Source: an optimization exercise on an open RTL-to-GDS flow (aim: small area and a short achievable clock period). Production flows keep margins and buffers that such runs may drop.
In this exercise RTL edits were held to simulation tests only and were not proved equivalent to the original.

Setup of v6:
## mcu_main
module mcu_main(input clk, input reset,
                input [16:0] instr,      
                input [7:0] io_in,       
                output [7:0] pc,         
                output io_we,            
                output [7:0] io_addr,    
                output [7:0] io_data);   
localparam [3:0] OP_ADD = 4'd0, OP_SUB = 4'd1, OP_XOR = 4'd2, OP_OR  = 4'd3,
                 OP_AND = 4'd4, OP_PA  = 4'd5, OP_NOT = 4'd6, OP_SLE = 4'd7,
                 OP_SHL = 4'd8, OP_SHR = 4'd9, OP_MEM = 4'd10, OP_IN = 4'd11;
reg [7:0]  pc_reg;
reg [7:0]  pc1;       
reg [16:0] ir;        
reg [7:0]  pc2;       
reg        rw_e;      
reg [2:0]  da_e;
reg [1:0]  bs_e;
reg        mw_e;
reg        owe_e;
reg [3:0]  op_e;
reg [7:0]  a_e, b_e;
reg [7:0]  a_out, b_out;  
reg [7:0]  md;            
reg [15:0] alo_n, ahi_n;  
reg        rw_w;
reg [2:0]  da_w;
reg [7:0]  res_w;
reg        rst_q;     
reg [7:0] r1, r2, r3, r4, r5, r6, r7;
reg [7:0] mem [0:255];
assign pc      = pc_reg;
assign io_we   = owe_e;
assign io_addr = a_out;
assign io_data = b_out;
wire [4:0] opc = ir[16:12];
wire [31:0] d = 32'd1 << opc;    
wire rw  = d[1] | d[2] | d[4] | d[6] | d[8] | d[9] | d[10] | d[12] | d[13] | d[14] |
           d[15] | d[17] | d[18] | d[20] | d[21];
wire ps  = d[19];
wire mw  = d[5] | d[16];
wire ma  = d[2];
wire mb  = d[2] | d[3] | d[4] | d[8] | d[9] | d[11] | d[19] | d[20] | d[21];
wire cs  = d[2] | d[3] | d[4] | d[9] | d[11] | d[19];
wire ua  = |d[21:4] | d[1];      
wire ub  = d[1] | d[5] | d[6] | d[10] | d[14] | d[15] | d[16];
wire owe = d[16];
wire [1:0] bs = {d[2] | d[3] | d[7] | d[19], d[2] | d[3] | d[11] | d[19]};
  ...
==> module mcu_main, before the edit <==
module mcu_main(input clk, input reset,
                input [16:0] instr,      
                input [7:0] io_in,       
                output [7:0] pc,         
                output io_we,            
                output [7:0] io_addr,    
                output [7:0] io_data);   
localparam [3:0] OP_ADD = 4'd0, OP_SUB = 4'd1, OP_XOR = 4'd2, OP_OR  = 4'd3,
                 OP_AND = 4'd4, OP_PA  = 4'd5, OP_NOT = 4'd6, OP_SLE = 4'd7,
                 OP_SHL = 4'd8, OP_SHR = 4'd9, OP_MEM = 4'd10, OP_IN = 4'd11;
reg [7:0]  pc_reg;
reg [7:0]  pc1;       
reg [16:0] ir;        
reg [7:0]  pc2;       
reg        rw_e;      
reg [2:0]  da_e;
reg [1:0]  bs_e;
reg        mw_e;
reg        owe_e;
reg [3:0]  op_e;
reg [7:0]  a_e, b_e;
reg [7:0]  a_out, b_out;  
reg [7:0]  md;            
reg [15:0] alo_n, ahi_n;  
reg        rw_w;
reg [2:0]  da_w;
reg [7:0]  res_w;
reg        rst_q;     
reg [7:0] r1, r2, r3, r4, r5, r6, r7;
reg [7:0] mem [0:255];
assign pc      = pc_reg;
assign io_we   = owe_e;
assign io_addr = a_out;
assign io_data = b_out;
wire [4:0] opc = ir[16:12];
wire [31:0] d = 32'd1 << opc;    
wire rw  = d[1] | d[2] | d[4] | d[6] | d[8] | d[9] | d[10] | d[12] | d[13] | d[14] |
           d[15] | d[17] | d[18] | d[20] | d[21];
wire ps  = d[19];
wire mw  = d[5] | d[16];
wire ma  = d[2];
wire mb  = d[2] | d[3] | d[4] | d[8] | d[9] | d[11] | d[19] | d[20] | d[21];
wire cs  = d[2] | d[3] | d[4] | d[9] | d[11] | d[19];
wire ua  = |d[21:4] | d[1];      
wire ub  = d[1] | d[5] | d[6] | d[10] | d[14] | d[15] | d[16];
wire owe = d[16];
wire [1:0] bs = {d[2] | d[3] | d[7] | d[19], d[2] | d[3] | d[11] | d[19]};
wire [3:0] op = ({4{d[4] | d[9] | d[15]}} & OP_ADD) | ({4{d[1]}}  & OP_SUB) |
                ({4{d[10]}} & OP_XOR) | ({4{d[20]}} & OP_OR)  | ({4{d[6]}}  & OP_AND) |
                ({4{d[17]}} & OP_NOT) | ({4{d[14]}} & OP_SLE) | ({4{d[8]}}  & OP_SHL) |
                ({4{d[21]}} & OP_SHR) | ({4{d[13]}} & OP_MEM) | ({4{d[18]}} & OP_IN)  |
                ({4{~(d[4] | d[9] | d[15] | d[1] | d[10] | d[20] | d[6] | d[17] | d[14] |
                     d[8] | d[21] | d[13] | d[18])}} & OP_PA);
wire memop = d[5] | d[13] | d[16];    
function [7:0] rdreg(input [2:0] a);
  if (rw_w && da_w == a)
    rdreg = res_w;
  else
    case (a)
      3'd1: rdreg = r1; 3'd2: rdreg = r2; 3'd3: rdreg = r3; 3'd4: rdreg = r4;
      3'd5: rdreg = r5; 3'd6: rdreg = r6; 3'd7: rdreg = r7; default: rdreg = 8'h00;
    endcase
endfunction
wire [7:0] kon    = {ir[5] & cs, ir[5] & cs, ir[5:0]};
wire [7:0] a_next = ma ? pc1 : rdreg(ir[8:6]);
wire [7:0] b_next = mb ? kon : rdreg(ir[5:3]);
wire haz = rw_e & ((ua & (ir[8:6] == da_e)) | (ub & (ir[5:3] == da_e)));
wire dhs = ~haz;
wire z      = (a_e == 8'h00);
wire t0     = bs_e[0] & (bs_e[1] | (ps ^ z));
wire taken  = t0 | bs_e[1];
wire [7:0] bra    = pc2 + b_e;
wire [7:0] pc_inc = pc_reg + 8'h01;
wire [7:0] pc_next = ~taken ? pc_inc : (bs_e == 2'b10) ? a_e : bra;
wire g = dhs & ~taken;
wire [255:0] msel;    
wire [255:0] mwen;    
wire [7:0]   res;     
wire [7:0]   in_n;    
reg [7:0] f;
always @(*) begin
  case (op_e)
    OP_ADD: f = a_e + b_e;
    OP_SUB: f = a_e - b_e;
    OP_XOR: f = a_e ^ b_e;
    OP_OR:  f = a_e | b_e;
    OP_AND: f = a_e & b_e;
    OP_NOT: f = ~a_e;
    OP_SLE: f = {7'b0, a_e <= b_e};
    OP_SHL: f = a_e << b_e[2:0];
    OP_SHR: f = a_e >> b_e[2:0];
    OP_MEM: f = 8'h00;
    OP_IN:  f = 8'h00;
    default: f = a_e;
  endcase
end
integer n;
always @(posedge clk) begin
  rst_q <= reset;
  if (~reset) begin
    pc_reg <= 8'h00;
    ir[16:12] <= 5'h00;
    rw_e <= 1'b0; bs_e <= 2'b00; mw_e <= 1'b0; owe_e <= 1'b0;
  end else begin
    if (dhs) begin
      pc_reg <= pc_next;
      ir[16:12] <= instr[16:12];
    end
    rw_e  <= rw & (ir[11:9] != 3'd0) & g;
    bs_e  <= bs & {2{g}};
    mw_e  <= mw & g;
    owe_e <= owe;
  end
  if (dhs) begin
    ir[11:0] <= instr[11:0];
    pc1 <= pc_inc;
    pc2 <= pc1;
  end
  da_e  <= ir[11:9];
  op_e  <= op;
  a_e   <= a_next;
  b_e   <= b_next;
  md    <= b_next & {8{reset}};
  a_out <= a_next & {8{owe}};
  b_out <= b_next & {8{owe}};
  for (n = 0; n < 16; n = n + 1) begin
    alo_n[n] <= ~((a_next[3:0] == n) & memop);
    ahi_n[n] <= (a_next[7:4] != n);
  end
  rw_w  <= rw_e;
  da_w  <= da_e;
  res_w <= res;
end
wire [7:0] wd = res_w & {8{rst_q}};
always @(posedge clk) begin
  if (~rst_q | (rw_w & da_w == 3'd1)) r1 <= wd;
  if (~rst_q | (rw_w & da_w == 3'd2)) r2 <= wd;
  if (~rst_q | (rw_w & da_w == 3'd3)) r3 <= wd;
  if (~rst_q | (rw_w & da_w == 3'd4)) r4 <= wd;
  if (~rst_q | (rw_w & da_w == 3'd5)) r5 <= wd;
  if (~rst_q | (rw_w & da_w == 3'd6)) r6 <= wd;
  if (~rst_q | (rw_w & da_w == 3'd7)) r7 <= wd;
end
wire [15:0] wlo_n = (alo_n | {16{~mw_e}}) & {16{rst_q}};
wire [15:0] whi_n = ahi_n & {16{rst_q}};
wire [255:0] mcol [0:7];
genvar i, j;
generate
  for (i = 0; i < 256; i = i + 1) begin : row
    assign msel[i] = ~(ahi_n[i / 16] | alo_n[i % 16]);
    assign mwen[i] = ~(whi_n[i / 16] | wlo_n[i % 16]);
    always @(posedge clk)
      if (mwen[i]) mem[i] <= md;
    for (j = 0; j < 8; j = j + 1) begin : col
      assign mcol[j][i] = mem[i][j];
    end
  end
  for (j = 0; j < 8; j = j + 1) begin : rd
    g_nand2 u_in (.a({io_in[j], op_e == OP_IN}), .y(in_n[j]));
    mem_rdbit u (.sel(msel), .d(mcol[j]), .oth_n(~f[j]), .in_n(in_n[j]), .y(res[j]));
  end
endgenerate
endmodule
clock: 10.0 ns
lec_check: 0
cap_margin: 30
core_margin: 2
core_utilization: 40
cts_cluster_diameter: 150
cts_cluster_size: 25
place_density: 0.6
slew_margin: 20
synth_hierarchical: 1
standard.sh (not shown) runs the stock make flow with config.mk's settings and CLKGATE_MAP_FILE= SYNTH_SCRIPT=/design/flow/synth_recipe.tcl, a recipe that flattens the netlist after the stock synthesis.
==> flow/flow/run.sh <==
#!/bin/bash
# Layout: the standard flow (standard.sh: the standard synthesis and the
# ORFS steps, unchanged), except that
set -euo pipefail
bash standard.sh SETUP_SLACK_MARGIN=7.0 "BUFFER_PORTS_ARGS=-buffer_cell sky130_fd_sc_hd__buf_4" finish > run_standard.log 2>&1
The final layout from v6, which completed every stage, passed the timing, DRC and antenna checks at the end of the flow.
Inputs modified between v6 and v7:
--- a/flow/design.v
+++ b/flow/design.v
@@ -12,7 +12,6 @@
 reg [7:0]  pc_reg;
 reg [7:0]  pc1;       
 reg [16:0] ir;        
-reg [7:0]  pc2;       
 reg        rw_e;      
 reg [2:0]  da_e;
 reg [1:0]  bs_e;
@@ -20,7 +19,7 @@
 reg        owe_e;
 reg [3:0]  op_e;
 reg [7:0]  a_e, b_e;
-reg [7:0]  a_out, b_out;  
+reg [7:0]  bra_e;         
 reg [7:0]  md;            
 reg [15:0] alo_n, ahi_n;  
 reg        rw_w;
@@ -31,8 +30,8 @@
 reg [7:0] mem [0:255];
 assign pc      = pc_reg;
 assign io_we   = owe_e;
-assign io_addr = a_out;
-assign io_data = b_out;
+assign io_addr = a_e;
+assign io_data = b_e;
 wire [4:0] opc = ir[16:12];
 wire [31:0] d = 32'd1 << opc;    
 wire rw  = d[1] | d[2] | d[4] | d[6] | d[8] | d[9] | d[10] | d[12] | d[13] | d[14] |
@@ -70,24 +69,25 @@
 wire z      = (a_e == 8'h00);
 wire t0     = bs_e[0] & (bs_e[1] | (ps ^ z));
 wire taken  = t0 | bs_e[1];
-wire [7:0] bra    = pc2 + b_e;
 wire [7:0] pc_inc = pc_reg + 8'h01;
-wire [7:0] pc_next = ~taken ? pc_inc : (bs_e == 2'b10) ? a_e : bra;
+wire [7:0] pc_next = ~taken ? pc_inc : (bs_e == 2'b10) ? a_e : bra_e;
 wire g = dhs & ~taken;
 wire [255:0] msel;    
 wire [255:0] mwen;    
 wire [7:0]   res;     
 wire [7:0]   in_n;    
+wire       sub = (op_e == OP_SUB) | (op_e == OP_SLE);
+wire [8:0] sum = {1'b0, a_e} + {1'b0, b_e ^ {8{sub}}} + {8'h00, sub};
 reg [7:0] f;
 always @(*) begin
   case (op_e)
-    OP_ADD: f = a_e + b_e;
-    OP_SUB: f = a_e - b_e;
+    OP_ADD: f = sum[7:0];
+    OP_SUB: f = sum[7:0];
     OP_XOR: f = a_e ^ b_e;
     OP_OR:  f = a_e | b_e;
     OP_AND: f = a_e & b_e;
     OP_NOT: f = ~a_e;
-    OP_SLE: f = {7'b0, a_e <= b_e};
+    OP_SLE: f = {7'b0, ~sum[8] | (sum[7:0] == 8'h00)};
     OP_SHL: f = a_e << b_e[2:0];
     OP_SHR: f = a_e >> b_e[2:0];
     OP_MEM: f = 8'h00;
@@ -115,15 +115,13 @@
   if (dhs) begin
     ir[11:0] <= instr[11:0];
     pc1 <= pc_inc;
-    pc2 <= pc1;
   end
   da_e  <= ir[11:9];
   op_e  <= op;
   a_e   <= a_next;
   b_e   <= b_next;
+  bra_e <= pc1 + kon;
   md    <= b_next & {8{reset}};
-  a_out <= a_next & {8{owe}};
-  b_out <= b_next & {8{owe}};
   for (n = 0; n < 16; n = n + 1) begin
     alo_n[n] <= ~((a_next[3:0] == n) & memop);
     ahi_n[n] <= (a_next[7:4] != n);
- The final layout from v7, which completed every stage, passed the timing, DRC and antenna checks at the end of the flow.
- Compared with v6, v7 shows number of library cell types mapped by synthesis that has gone down by a few percent.
- Of v7 and v6, v6 shows the lower met1 track demand over resource in global routing, with v7 above it.
- Summary of v7 over v6: hold slack saw a decrease; cell count down 94.
- v7 against v6: slack of the critical path went down by 0.075 ns, count of plain and timing-repair buffers rose by 20.
- Delta (v7 minus v6): net count of the finished layout -1.6%, sequential share of layout area has remained practically unchanged, final instance area went down 490 um2, total length of routed met3 wires decreased by 0.56% relative to the old numbers, share of final-layout standard cells stronger than drive strength 1 up 0.59 points.
- Taking v6 as the reference, in v7 final clock period utilization by the worst path now larger, per-instance average area after synthesis rose by about 1%, quantity of gates resized following cts increased 27.

-- static timing again, ports no longer ideal --
The results above use ideal ports. As a check the final layouts listed here were re-extracted and re-timed, cells and wires unchanged. Step 1, drivers: a clkbuf_16 drives clk and a buf_2 each remaining input, both assumed. Step 2 also shifts input and output timing later by t, the mid clock arrival at the registers, as if the neighbouring blocks saw the same clock. Three values: ideal, step 1, step 2; two values: the first two.
| run | t (ns) | setup slack, ns | cell pins on the clock port's net |
|---|---|---|---|
| v6 | 0.844 | 6.731 / 6.645 / 6.894 | 1 |
| v7 | 0.845 | 6.657 / 6.563 / 6.898 | 1 |
After both steps setup and hold are still met in every run listed.
